This is an optimization exercise on Yosys and OpenROAD, whose aim is a short achievable clock period and few clock cycles, not a production implementation. RTL that was checked went through simulation tests only; none was proved equivalent to the original. Power is estimated from default activity; no workload was simulated.

## raven
## CPU
module CPU(
  input clk, rst, ready,
  input [15:0] data_in,
  output reg load, store,
  output reg code_seg, data_seg, stack_seg,
  output alu_wb,
  output [23:0] addr_out,
  output [15:0] data_out
  );
  reg [15:0] IR [1:0];  
  reg [4:0] flags;  
  reg st_H, st_L, st_M, st_B;  
  reg xe;  
  reg [23:0] addr_r;
  reg [15:0] dout;
  reg wb_out;
  reg [15:0] opA, opNB, npc;
  reg [23:0] nxa;  
  reg q_notb, q_cin, q_xor, q_and, q_or, q_nor, q_sum, q_shl, q_shr, q_arth, q_rot, q_alu_en;
  wire [15:0] rd_A, rd_B, bus_q, alu_Qo, PC, V2, ACC;
  wire [7:0] CS, DS, SS;
  wire ctrlo, aluo, poso, immo, twb, awb, new_carry_flag;
  wire tgpr_dst, titr_dst, tss_dst, tds_dst, tcs_dst;
  wire tgpr_src, titr_src, tss_src, tds_src, tcs_src;
  wire [4:0] pcpos;
  wire [2:0] isrc, idst, iscra;
  wire [1:0] iscrb;
  wire [15:0] imm_value;
  wire [5:0] alu_opc_x;
  wire pc_write, cs_write;
  DEC dec_x(IR[1], IR[0], flags,
  ...
export LEC_CHECK = 0
export CAP_MARGIN = 60
export CORE_MARGIN = 2
export CORE_UTILIZATION = 55
export SETUP_SLACK_MARGIN = 5
export SLEW_MARGIN = 60
create_clock -name core_clock -period 13.0 [get_ports {clk}]
run.sh (not shown) runs the stock make flow with config.mk's settings and CLKGATE_MAP_FILE= SYNTH_SCRIPT=/design/flow/synth_recipe.tcl, a recipe that flattens the netlist after the stock synthesis.
Both conditions hold for raven: the flow ran to the end and the final layout passed the timing, DRC and antenna checks.
Testbench counts of raven, summed over its fixed seeds: cycles 26,244.
Edits applied to the flow inputs when going from raven to zinc:
Settings: a deleted SETUP_SLACK_MARGIN that had been 5; a change of CORE_UTILIZATION from 55 to 65; an added PLACE_DENSITY_LB_ADDON of 0.1; a change of SLEW_MARGIN from 60 to 20; a change of CAP_MARGIN from 60 to 20.
zinc against raven: relative slew slack now sits lower; worst setup slack after layout fell 0.32 ns; met2 usage went up; logic depth of the worst path, buffers included moved up. Delta (zinc minus raven): final critical delay including setup and external delays climbed 0.32 ns; final area went down 3.1%; share of final layout cell area taken by non-clock buffers lost 0.96 points.
#### Input delta (lagoon over zinc)
Settings: clearing PLACE_DENSITY_LB_ADDON, which used to be 0.1; putting SETUP_SLACK_MARGIN at 5 where nothing was set; swapping 20 for 60 in SLEW_MARGIN; swapping 20 for 60 in CAP_MARGIN; swapping 65 for 55 in CORE_UTILIZATION.
==> flow/flow/run.sh (new file) <==
#!/bin/bash
# Own layout flow: the standard flow, with two changes to how cells are
# chosen after synthesis:
#  - every input and output port is buffered with sky130_fd_sc_hd__buf_4
#    (the standard flow lets the resizer pick the port buffer, and it picks a
#    delay cell, clkdlybuf4s50_1);
#  - the delay cells (clkdlybuf4s*, dlygate*, dlymetal*) are kept out of the
#    resizer's buffering, so long wires are not repaired with delay cells.
# Synthesis is the standard synthesis, run unchanged.
set -euo pipefail
bash standard.sh synth > flow_synth.log 2>&1
export DONT_USE_CELLS="sky130_fd_sc_hd__clkdlybuf4s15_1 sky130_fd_sc_hd__clkdlybuf4s15_2 sky130_fd_sc_hd__clkdlybuf4s18_1 sky130_fd_sc_hd__clkdlybuf4s18_2 sky130_fd_sc_hd__clkdlybuf4s25_1 sky130_fd_sc_hd__clkdlybuf4s25_2 sky130_fd_sc_hd__clkdlybuf4s50_1 sky130_fd_sc_hd__clkdlybuf4s50_2 sky130_fd_sc_hd__dlygate4sd1_1 sky130_fd_sc_hd__dlygate4sd2_1 sky130_fd_sc_hd__dlygate4sd3_1 sky130_fd_sc_hd__dlymetal6s2s_1 sky130_fd_sc_hd__dlymetal6s4s_1 sky130_fd_sc_hd__dlymetal6s6s_1"
export BUFFER_PORTS_ARGS="-buffer_cell sky130_fd_sc_hd__buf_4"
bash standard.sh > flow_layout.log 2>&1
==> flow/standard.sh (new file) <==
#!/bin/bash
# synth_recipe.tcl (not shown) runs the flow's synth.tcl, then flattens the netlist and writes it again
# the make line also repeats each setting of config.mk as NAME=value (left out here)
make -C /OpenROAD-flow-scripts/flow DESIGN_CONFIG=/design/flow/config.mk WORK_HOME=/design/flow/orfs CLKGATE_MAP_FILE= SYNTH_SCRIPT=/design/flow/synth_recipe.tcl "${@:-finish}"
removed: flow/run.sh
[summary]
Between zinc and lagoon, the number of non-filler instances in the completed layout is lower for zinc.
zinc vs lagoon, cell with the biggest individual delay on the critical path: sky130_fd_sc_hd__nand3_1 vs sky130_fd_sc_hd__buf_4
Multiplexer area fraction after synthesis: lagoon vs zinc identical
Going from zinc to lagoon, ratio of final minimum period to clock period shrinks by 4.5 points.
Comparing via count for zinc and lagoon, the smaller number came from lagoon.
Going from zinc to lagoon, total power went up by 2.3%, count of cells along the worst register-to-register path increased 1, boundary pin count essentially unchanged, core utilization has decreased.


v19:
Another version of the RTL of CPU (not shown whole).
For scale: roughly 2500 cells after synthesis, ~430 flip-flops, ~0.025 mm^2 of cells after synthesis.
==> flow/design.v (excerpt) <==
module CPU(
  input clk, rst, ready,
  input [15:0] data_in,
  output reg load, store,
  output reg code_seg, data_seg, stack_seg,
  output alu_wb,
  output [23:0] addr_out,
  output [15:0] data_out
  );
  reg [15:0] IR [1:0];  
  reg [4:0] flags;  
  reg st_H, st_L, st_M, st_B;  
  reg xe;  
  reg [23:0] addr_r;
  reg [15:0] opA, opB, bus_q, npc, dout;
  reg [5:0] alu_opc;
  wire [15:0] rd_A, rd_B, main_bus, alu_Qo, PC, V2, ACC;
  wire [7:0] CS, DS, SS;
  wire ctrlo, aluo, poso, immo, twb, awb, new_carry_flag;
  wire tgpr_dst, titr_dst, tss_dst, tds_dst, tcs_dst;
  wire tgpr_src, titr_src, tss_src, tds_src, tcs_src;
  wire [4:0] pcpos;
  wire [2:0] isrc, idst, iscra;
  wire [1:0] iscrb;
  wire [15:0] imm_value;
  wire [5:0] alu_opc_x;
  wire pc_write, cs_write;
  DEC dec_x(IR[1], IR[0], flags,
    ctrlo, aluo, poso, immo, pcpos, isrc, idst, twb,
    tgpr_dst, titr_dst, tss_dst, tds_dst, tcs_dst,
    tgpr_src, titr_src, tss_src, tds_src, tcs_src,
  ...
clock: 13.0 ns
lec_check: 0
cap_margin: 20
core_margin: 2
core_utilization: 40
slew_margin: 20
Stock flow here: none of the scripts above is used.
What v35 does differently from v19 at the input level:
Settings: CAP_MARGIN changed from 20 to 60; SLEW_MARGIN changed from 20 to 60; CORE_UTILIZATION changed from 40 to 55; SETUP_SLACK_MARGIN newly set to 5.
## What came out
- v19 -> v35: floorplan die area decreased by more than a quarter
- Setup slack in v35 is larger than in v19.
- STATUS global-route wire length before repair: v35 loses against v19
- Compared v19 against v35; global placer's final weighted congestion within noise.
- v35 against v19: share of the final layout cell area in sequential cells shows a reduction of 0.31 points, total power density per cell area increased 1.6 mW/mm^2, final clock period utilization by the worst path down 3.6 points.
No functional check of the RTL was part of any run of this note.


Another version of the RTL of CPU (not shown whole).
Size: about 500 flip-flops, ~65 I/O pins, ~26,000 um2 of cells after synthesis.
export LEC_CHECK = 0
export CAP_MARGIN = 75
export CORE_MARGIN = 2
export CORE_UTILIZATION = 55
export SETUP_SLACK_MARGIN = 5
export SLEW_MARGIN = 75
create_clock -name core_clock -period 13.0 [get_ports {clk}]
standard.sh (not shown) runs the stock make flow with config.mk's settings and CLKGATE_MAP_FILE= SYNTH_SCRIPT=/design/flow/synth_recipe.tcl, a recipe that flattens the netlist after the stock synthesis.
==> flow/flow/run.sh <==
#!/bin/bash
# Own layout flow: the standard flow, with two changes to how cells are
# chosen after synthesis:
#  - every input and output port is buffered with sky130_fd_sc_hd__buf_4
#    (the standard flow lets the resizer pick the port buffer, and it picks a
#    delay cell, clkdlybuf4s50_1);
#  - the delay cells (clkdlybuf4s*, dlygate*, dlymetal*) are added to the
#    platform's DONT_USE_CELLS for the steps after synthesis, so the resizer
#    does not repair slew and long wires with delay cells.
# Synthesis is the standard synthesis, run unchanged.
set -euo pipefail
bash standard.sh synth > flow_synth.log 2>&1
# the platform's own list, as ORFS's make reads it
base=$(make -s -C "$FLOW_HOME" DESIGN_CONFIG="$PWD/config.mk" WORK_HOME="$PWD/orfs" print-DONT_USE_CELLS 2> flow_dont_use.log | sed -n 's/^DONT_USE_CELLS: *//p')
echo "platform DONT_USE_CELLS: $base" >> flow_dont_use.log
[[ -n "$base" ]] || { echo "no DONT_USE_CELLS from ORFS" >&2; exit 1; }
delay="sky130_fd_sc_hd__clkdlybuf4s15_1 sky130_fd_sc_hd__clkdlybuf4s15_2 sky130_fd_sc_hd__clkdlybuf4s18_1 sky130_fd_sc_hd__clkdlybuf4s18_2 sky130_fd_sc_hd__clkdlybuf4s25_1 sky130_fd_sc_hd__clkdlybuf4s25_2 sky130_fd_sc_hd__clkdlybuf4s50_1 sky130_fd_sc_hd__clkdlybuf4s50_2 sky130_fd_sc_hd__dlygate4sd1_1 sky130_fd_sc_hd__dlygate4sd2_1 sky130_fd_sc_hd__dlygate4sd3_1 sky130_fd_sc_hd__dlymetal6s2s_1 sky130_fd_sc_hd__dlymetal6s4s_1 sky130_fd_sc_hd__dlymetal6s6s_1"
export BUFFER_PORTS_ARGS="-buffer_cell sky130_fd_sc_hd__buf_4"
bash standard.sh finish "DONT_USE_CELLS=$base $delay" > flow_layout.log 2>&1
Testbench counts at the start, summed over its fixed seeds: cycles 26,244.
Next try:
==> flow/flow/run.sh (replaced) <==
#!/bin/bash
# Own layout flow: the standard flow, with two changes to how cells are
# chosen after synthesis:
#  - every input and output port is buffered with sky130_fd_sc_hd__buf_4
#    (the standard flow lets the resizer pick the port buffer, and it picks a
#    delay cell, clkdlybuf4s50_1);
#  - the delay cells (clkdlybuf4s*, dlygate*, dlymetal*) are kept out of the
#    resizer's buffering, so long wires are not repaired with delay cells.
# Synthesis is the standard synthesis, run unchanged.
set -euo pipefail
bash standard.sh synth > flow_synth.log 2>&1
export DONT_USE_CELLS="sky130_fd_sc_hd__clkdlybuf4s15_1 sky130_fd_sc_hd__clkdlybuf4s15_2 sky130_fd_sc_hd__clkdlybuf4s18_1 sky130_fd_sc_hd__clkdlybuf4s18_2 sky130_fd_sc_hd__clkdlybuf4s25_1 sky130_fd_sc_hd__clkdlybuf4s25_2 sky130_fd_sc_hd__clkdlybuf4s50_1 sky130_fd_sc_hd__clkdlybuf4s50_2 sky130_fd_sc_hd__dlygate4sd1_1 sky130_fd_sc_hd__dlygate4sd2_1 sky130_fd_sc_hd__dlygate4sd3_1 sky130_fd_sc_hd__dlymetal6s2s_1 sky130_fd_sc_hd__dlymetal6s4s_1 sky130_fd_sc_hd__dlymetal6s6s_1"
export BUFFER_PORTS_ARGS="-buffer_cell sky130_fd_sc_hd__buf_4"
bash standard.sh > flow_layout.log 2>&1
Result: The new run finished clean. Core utilization grows by 0.14 points. Clock skew drops by 0.0064 ns. Clock power stays flat. Combinational power increases by about 2%. Sequential share of layout area decreases by 0.16 points. Global-route usage shrinks by 0.70 points. Final area is about the same. Power came out higher by 0.55%. Final cell count came out lower by 0.69%.

-- port drivers added, routing unchanged --
In the flow no input, the clock included, has a driving cell. The finished layouts below were timed again as built, in two steps.
Step 1: set_driving_cell puts a clkbuf_16 on clk and a buf_2 on each other input, an assumption about the parent block.
Step 2, shift: input delay + t, output delay - t, t = (earliest + latest rising clock arrival at the registers) / 2. This alone moves slack from input paths to output paths.
Slacks: no drivers / after step 1 / after step 2; pairs: no drivers / after step 1.
run | t (ns) | slack for setup (ns) | worst register clock-pin slew, ns | pins driven straight from the clock port
raven | 0.665 | 8.435 / 8.472 / 7.807 | 0.06 / 0.06 | 1
zinc | 0.642 | 8.115 / 8.147 / 7.505 | 0.07 / 0.07 | 1
lagoon | 0.667 | 8.703 / 8.703 / 8.129 | 0.07 / 0.07 | 1
v19 | 0.649 | 7.528 / 7.558 / 6.910 | 0.06 / 0.06 | 1
v35 | 0.653 | 8.002 / 8.038 / 7.385 | 0.06 / 0.06 | 1
the first run of note 3 | 0.671 | 8.937 / 8.978 / 8.306 | 0.07 / 0.07 | 1
the second run of note 3 | 0.673 | 9.090 / 9.030 / 8.510 | 0.07 / 0.07 | 1
After both steps setup and hold are still met in every run listed. The setup slack of the first run of note 3, which loses most, moves by +0.041 ns with the drivers and by -0.631 ns with both steps. The worst setup slack also covers recovery checks on asynchronous resets.
